This is an optimization exercise on Yosys and OpenROAD, whose aim is small area and a short achievable clock period, not a production implementation. Only simulation tests tie the RTL to the original design; equivalence was not proved.

==> inputs of fjord <==
Design SystolicArray, start of the top module:
module SystolicArray (
    output [31:0] out0_0, output [31:0] out0_1, output [31:0] out0_2, output [31:0] out0_3,
    output [31:0] out1_0, output [31:0] out1_1, output [31:0] out1_2, output [31:0] out1_3,
    output [31:0] out2_0, output [31:0] out2_1, output [31:0] out2_2, output [31:0] out2_3,
    output [31:0] out3_0, output [31:0] out3_1, output [31:0] out3_2, output [31:0] out3_3,
    input  [31:0] W0_i, input [31:0] W1_i, input [31:0] W2_i, input [31:0] W3_i,
    input  [31:0] N0_i, input [31:0] N1_i, input [31:0] N2_i, input [31:0] N3_i,
    input clk, input reset
);
Settings: LEC_CHECK=0, CAP_MARGIN=20, CORE_MARGIN=2, CORE_UTILIZATION=40, SLEW_MARGIN=20, SYNTH_HIERARCHICAL=1; clock period 25.0 ns.
standard.sh (not shown) runs the stock make flow with config.mk's settings and CLKGATE_MAP_FILE= SYNTH_SCRIPT=/design/flow/synth_recipe.tcl, a recipe that flattens the netlist after the stock synthesis.
==> flow/flow/run.sh <==
#!/bin/bash
# Standard ORFS layout, asking the timing repair steps (after CTS and after global routing)
# for extra setup margin, so that the achieved period is optimised and not just the 25 ns.
set -o pipefail
bash standard.sh SETUP_SLACK_MARGIN=18 finish 2>&1 | tee standard.log
==> inputs of zinc, as changes to fjord <==
==> flow/flow/run.sh (replaced) <==
#!/bin/bash
# Standard ORFS layout, asking the timing repair steps (after CTS and after global routing)
# for extra setup margin, so that the achieved period is optimised and not just the 25 ns.
set -o pipefail
bash standard.sh SETUP_SLACK_MARGIN=18.7 finish 2>&1 | tee standard.log
==> notes <==
fjord completed with no timing, DRC or antenna violations. zinc finished with timing, DRC and antenna clean.
Critical path depth is the same in zinc and fjord.
In fjord the count of clock-buffer cells in the layout is higher than in zinc, by 6.
Synthesized cell count is the same in fjord and zinc.
Between fjord and zinc, the lower first-iteration DRC count is in fjord (gap about 1.7%, measured against zinc).
In fjord the core utilization is lower than in zinc, by 2.8 points.
Synthesized area is the same in fjord and zinc.

* * *

==> run a: inputs <==
SystolicArray, a different RTL version from the one above (not shown whole).
Settings: LEC_CHECK=0, CAP_MARGIN=20, CORE_MARGIN=2, CORE_UTILIZATION=40, CTS_CLUSTER_SIZE=20, SLEW_MARGIN=20, SYNTH_HIERARCHICAL=1; clock period 25.0 ns.
==> flow/flow/run.sh <==
#!/bin/bash
# Standard ORFS layout with two changes: the timing repair steps (after CTS and after global
# routing) are asked for extra setup margin, so that the achieved period is optimised and not
# just the 25 ns; and the port buffers are plain buffers (buf_2) instead of the delay cells that
# buffer_ports picks by default.
set -o pipefail
bash standard.sh SETUP_SLACK_MARGIN=18.6 "BUFFER_PORTS_ARGS=-buffer_cell sky130_fd_sc_hd__buf_2" finish 2>&1 | tee standard.log
==> inputs of run b, as changes to run a <==
==> flow/flow/run.sh (replaced) <==
#!/bin/bash
# Standard ORFS layout with three changes:
#  - the timing repair steps are asked for extra setup margin, so that the achieved period is
#    optimised and not just the 25 ns clock;
#  - the port buffers are plain buffers (buf_2) instead of the delay cells buffer_ports picks;
#  - after placement, each output's flip-flop and port buffer are moved next to the output pin
#    (then legalised), so the register-to-output paths are short.
set -o pipefail
ARGS=(SETUP_SLACK_MARGIN=18.3 "BUFFER_PORTS_ARGS=-buffer_cell sky130_fd_sc_hd__buf_2")
bash standard.sh "${ARGS[@]}" place 2>&1 | tee standard_place.log || exit 1
RESDIR=$PWD/orfs/results/sky130hd/SystolicArray/base openroad -no_init -exit flow/move_out.tcl 2>&1 | tee move_out.log || exit 1
bash standard.sh "${ARGS[@]}" finish 2>&1 | tee standard_finish.log
==> flow/flow/move_out.tcl (new file) <==
# Move each output port's buffer, and the flip-flop that drives it, next to the port's pin.
proc move_output_flops {} {
  set block [ord::get_db_block]
  set core [$block getCoreArea]
  set cx0 [$core xMin]; set cy0 [$core yMin]; set cx1 [$core xMax]; set cy1 [$core yMax]
  set moved 0
  foreach bterm [$block getBTerms] {
    if {[$bterm getIoType] ne "OUTPUT"} continue
    set net [$bterm getNet]
    if {$net eq "NULL"} continue
    set buf ""
    foreach it [$net getITerms] { if {[$it isOutputSignal]} { set buf [$it getInst] } }
    if {$buf eq ""} continue
    set src ""
    foreach it [$buf getITerms] {
      if {[$it isInputSignal]} {
        set n2 [$it getNet]
        if {$n2 ne "NULL"} { foreach it2 [$n2 getITerms] { if {[$it2 isOutputSignal]} { set src [$it2 getInst] } } }
      }
    }
    if {$src eq ""} continue
    if {![string match "*df*" [[$src getMaster] getName]]} continue
    set bb [$bterm getBBox]
    set px [expr {([$bb xMin] + [$bb xMax]) / 2}]
    set py [expr {([$bb yMin] + [$bb yMax]) / 2}]
    set px [expr {max($cx0, min($cx1 - 20000, $px))}]
    set py [expr {max($cy0, min($cy1 - 5440, $py))}]
    $buf setLocation $px $py
    $buf setPlacementStatus PLACED
    $src setLocation $px $py
    $src setPlacementStatus PLACED
    incr moved
  }
  puts "moved $moved output flip-flops"
}

# run on the placed design, between the place and cts steps of the standard flow
set R $::env(RESDIR)
read_db $R/3_place.odb
move_output_flops
detailed_placement
check_placement
write_db $R/3_place.odb
CTS_CLUSTER_SIZE = default   (was 20)
==> comparison <==
Of run a and run b, run b has the higher critical path depth (gap 7).
In run a the global-route usage is higher than in run b, by 0.21 points.
Of run b and run a, run a has the higher final cell count (gap about 1.4%, measured against run a).
Against run b, the first-iteration DRC count of run a is higher by 2.0%.
In run a the routed wire length is higher than in run b, by about 1.7%.
In run b the setup slack is higher than in run a, by 0.052 ns.
In flip-flop and latch count, run a and run b do not differ.
Of run a and run b, run b has the higher fmax (gap 0.76%, measured against run b).
In run b the non-clock buffer count is lower than in run a, by 940.
In run a the sequential share of layout area is lower than in run b, by 0.26 points.

-- what the ideal ports hide --
In the flow no input, the clock included, has a driving cell. The finished layouts below were timed again as built, in two steps. Step 1, drivers: a clkbuf_16 drives clk and a buf_2 each remaining input, both assumed. Step 2 times the ports against the registers' clock, not the clock port: input delays grow and output delays shrink by t, the midpoint of the rising clock arrivals with the driver on. a / b / c = no drivers / after step 1 / after step 2; a / b = the first two.
run | t, ns | setup slack, ns | hold slack, ns | worst data-port slew with drivers (ns) | cell pins on the clock port's net
fjord | 1.265 | 18.063 / 17.889 / 16.944 | 0.346 / 0.346 / 0.346 | 0.42 | 1
zinc | 1.272 | 18.280 / 18.109 / 17.237 | 0.311 / 0.311 / 0.311 | 0.48 | 1
run a | 1.287 | 18.207 / 18.040 / 17.305 | 0.350 / 0.350 / 0.350 | 0.27 | 1
run b | 1.294 | 18.259 / 18.196 / 17.095 | 0.348 / 0.348 / 0.348 | 0.28 | 1
After both steps setup and hold are still met in every run listed. For run b, which loses most, drivers alone change the setup slack by -0.063 ns; drivers and shift together by -1.164 ns.
